This design comes from an exercise in tuning for small area on the open sky130 flow, not from production work.
Only simulation tests tie the RTL to the original design; equivalence was not proved.
Power and IR drop assume default switching activity.

Setup of v6:
## TL_UART
module TL_UART #(
    parameter [15:0] C_DEFAULT_BAUD_RATE = 16'd868,
    parameter C_DEFAULT_TX_ON = 1,
    parameter C_DEFAULT_RX_ON = 1,
    parameter C_TILELINK_ID_WIDTH = 1
) (
    input  wire                           uart_clock_i,
    input  wire                           uart_reset_i,
    input  wire [                    2:0] uart_a_opcode,
    input  wire [                    2:0] uart_a_param,
    input  wire [                    2:0] uart_a_size,
    input  wire [C_TILELINK_ID_WIDTH-1:0] uart_a_source,
    input  wire [                   11:0] uart_a_address,
    input  wire [                    3:0] uart_a_mask,
    input  wire [                   31:0] uart_a_data,
    input  wire                           uart_a_corrupt,
    input  wire                           uart_a_valid,
    output wire                           uart_a_ready,
    output wire [                    2:0] uart_d_opcode,
    output wire [                    1:0] uart_d_param,
    output wire [                    2:0] uart_d_size,
    output wire [C_TILELINK_ID_WIDTH-1:0] uart_d_source,
    output wire                           uart_d_denied,
    output wire [                   31:0] uart_d_data,
    output wire                           uart_d_corrupt,
    output wire                           uart_d_valid,
    input  wire                           uart_d_ready,
    input  wire                           UART_RX,
    output wire                           UART_TX,
    output wire                           UART_RX_IRQ,
    output wire                           UART_TX_IRQ
);
For scale: roughly 1800 cells after synthesis, about 690 flip-flops, roughly 110 I/O pins, about 24000 um^2 of cells after synthesis.
==> module fifo_ring, before the edit <==
module fifo_ring (
    input  wire       clk_i,
    input  wire       reset_i,
    input  wire       wr_en_i,
    input  wire [7:0] wr_data_i,
    output wire       full_o,
    input  wire       rd_i,
    output wire [7:0] rd_data_o,
    output wire       empty_o,
    input  wire [4:0] threshold_i,
    output wire       threshold_o
);
  reg [7:0] ring[0:31];
  reg [5:0] rcnt_q;   
  reg [4:0] head_q;   
  reg [7:0] stg[0:2];   
  reg [1:0] scnt_q;   
  wire [5:0] total = rcnt_q + {4'd0, scnt_q};
  assign full_o = total[5];
  assign empty_o = total == 6'd0;
  assign threshold_o = total[4:0] > threshold_i;
  wire push = wr_en_i & ~full_o;
  wire pop = rd_i & ~empty_o;
  wire ring_has = rcnt_q != 6'd0;
  wire stg_has = scnt_q != 2'd0;
  wire pop_ring = pop & ring_has;
  wire pop_stg = pop & ~ring_has;
  wire aligned = ~ring_has | (head_q == rcnt_q[4:0]);
  wire ins = aligned & ~pop_stg & stg_has;
  reg [7:0] stg_old;
  always_comb
    case (scnt_q)
      2'd2: stg_old = stg[1];
      2'd3: stg_old = stg[2];
      default: stg_old = stg[0];
    endcase
  wire stg_in = push;
  wire stg_out = pop_stg | ins;
  always_ff @(posedge clk_i)
    if (reset_i) begin
      rcnt_q <= 6'd0;
      scnt_q <= 2'd0;
    end else begin
      rcnt_q <= rcnt_q + {5'd0, ins} - {5'd0, pop_ring};
      scnt_q <= scnt_q + {1'b0, stg_in} - {1'b0, stg_out};
    end
  always_ff @(posedge clk_i)
    if (!ring_has) head_q <= 5'd1;
    else if (!pop_ring) head_q <= head_q + 5'd1;
  always_ff @(posedge clk_i)
    if (stg_in) begin
      stg[0] <= wr_data_i;
      stg[1] <= stg[0];
      stg[2] <= stg[1];
    end
  integer i;
  always_ff @(posedge clk_i) begin
    ring[0] <= ins ? stg_old : ring[31];
    for (i = 1; i < 32; i = i + 1) ring[i] <= ring[i-1];
  end
  wire [3:0] dlo = 4'b1 << head_q[1:0];
  wire [7:0] dhi = 8'b1 << head_q[4:2];
  reg [7:0] rh;
  integer k;
  always_comb begin
    rh = 8'd0;
    for (k = 0; k < 32; k = k + 1) rh = rh | (ring[(k+31)%32] & {8{dlo[k%4] & dhi[k/4]}});
  end
  assign rd_data_o = ring_has ? rh : stg_old;
endmodule
export LEC_CHECK = 0
export ABC_AREA = 1
export CAP_MARGIN = 20
export CORE_MARGIN = 2
export CORE_UTILIZATION = 65
export PLACE_DENSITY = 0.75
export SLEW_MARGIN = 20
create_clock -name core_clock -period 8.0 [get_ports {uart_clock_i}]
standard.sh (not shown) runs the stock make flow with config.mk's settings and CLKGATE_MAP_FILE= SYNTH_SCRIPT=/design/flow/synth_recipe.tcl, a recipe that flattens the netlist after the stock synthesis.
==> flow/flow/run.sh <==
#!/bin/bash
# Own layout flow: the standard ORFS flow with three changes.
#  1. Synthesis maps logic with an area-oriented ABC script (flow/abc_area.script,
#     selected by ABC_AREA=1 in config.mk). Everything before ABC, including
#     flip-flop mapping and register names, is the standard synthesis.
#  2. CTS without dummy loads and with larger sink clusters.
#  3. Port buffers use sky130_fd_sc_hd__buf_1.
set -euo pipefail
W="$(cd "$(dirname "${BASH_SOURCE[0]}")/.." && pwd)"
cd "$W"

# ORFS scripts with only the ABC area script replaced, for synthesis
rm -rf "$W/synth_scripts"
cp -r "$FLOW_HOME/scripts" "$W/synth_scripts"
cp "$W/flow/abc_area.script" "$W/synth_scripts/abc_area.script"
SCRIPTS_DIR="$W/synth_scripts" bash standard.sh synth > "$W/synth.log" 2>&1

export CTS_ARGS="-sink_clustering_enable -repair_clock_nets -dont_use_dummy_load -sink_clustering_size 8 -sink_clustering_max_diameter 40 -buf_list sky130_fd_sc_hd__clkbuf_4"
export BUFFER_PORTS_ARGS="-buffer_cell sky130_fd_sc_hd__buf_1"
bash standard.sh > "$W/layout.log" 2>&1
==> flow/flow/abc_area.script <==
&get -n
&st
&syn2
&dch -f
&nf -p -R 1000
&put
topo
Setup changes, v6 to v7
--- a/flow/design.v
+++ b/flow/design.v
@@ -72,7 +72,7 @@
   wire pop_ring = pop & ring_has;
   wire pop_stg = pop & ~ring_has;
   wire aligned = ~ring_has | (head_q == rcnt_q[4:0]);
-  wire ins = aligned & ~pop_stg & stg_has;
+  wire ins = aligned & ~pop_stg & (stg_has | push);
   reg [7:0] stg_old;
   always_comb
     case (scnt_q)
@@ -80,8 +80,9 @@
       2'd3: stg_old = stg[2];
       default: stg_old = stg[0];
     endcase
-  wire stg_in = push;
-  wire stg_out = pop_stg | ins;
+  wire [7:0] ins_data = stg_has ? stg_old : wr_data_i;
+  wire stg_in = push & ~(ins & ~stg_has);
+  wire stg_out = pop_stg | (ins & stg_has);
   always_ff @(posedge clk_i)
     if (reset_i) begin
       rcnt_q <= 6'd0;
@@ -101,7 +102,7 @@
     end
   integer i;
   always_ff @(posedge clk_i) begin
-    ring[0] <= ins ? stg_old : ring[31];
+    ring[0] <= ins ? ins_data : ring[31];
     for (i = 1; i < 32; i = i + 1) ring[i] <= ring[i-1];
   end
   wire [3:0] dlo = 4'b1 << head_q[1:0];
Results
The wire length of the first global-routing pass was comparable across v7 and v6. Going from v6 to v7, the buffering stage count on the worst path with inverters included was found to have gone down by 1. | sequential standard cell area | v7 vs v6 | ≈ equal |. On data arrival time at the worst-slack endpoint: v7 sits above v6. Diff v6 -> v7 | combinational group share of total power | decrease of 1.0 points. Summary of v7 over v6: global-route usage dropped 0.36 points; y dimension of the die barely changed; setup slack dropped 730 ps. Lower gate count of the mapped netlist was reported by v6, not v7. The cell area after layout of v7 is higher than that of v6.

## afterwards: timing with drivers on the ports
How much do the figures lean on ideal ports? The routed layouts below were timed once more, with nothing changed but the port constraints. Step 1 assumes that a clkbuf_16 drives the clock port and a buf_2 every other input. Step 2 adds t to the input delays and takes it off the output delays; t is the mean of the earliest and latest rising clock arrival at the registers after step 1. Input paths then give back, and output paths get back, about the clock's delay inside the block. a / b / c = ideal ports / drivers / drivers and shift; a / b = the first two.
| run | t, ns | setup slack, ns | worst setup path at the end | pins driven straight from the clock port |
|---|---|---|---|---|
| v6 | 0.844 | 3.242 / 3.276 / 2.432 | input to register | 1 |
| v7 | 0.880 | 2.514 / 2.514 / 1.991 | input to register | 1 |
After both steps setup and hold are still met in every run listed. The setup slack of v6, which loses most, moves by +0.034 ns with the drivers and by -0.810 ns with both steps.
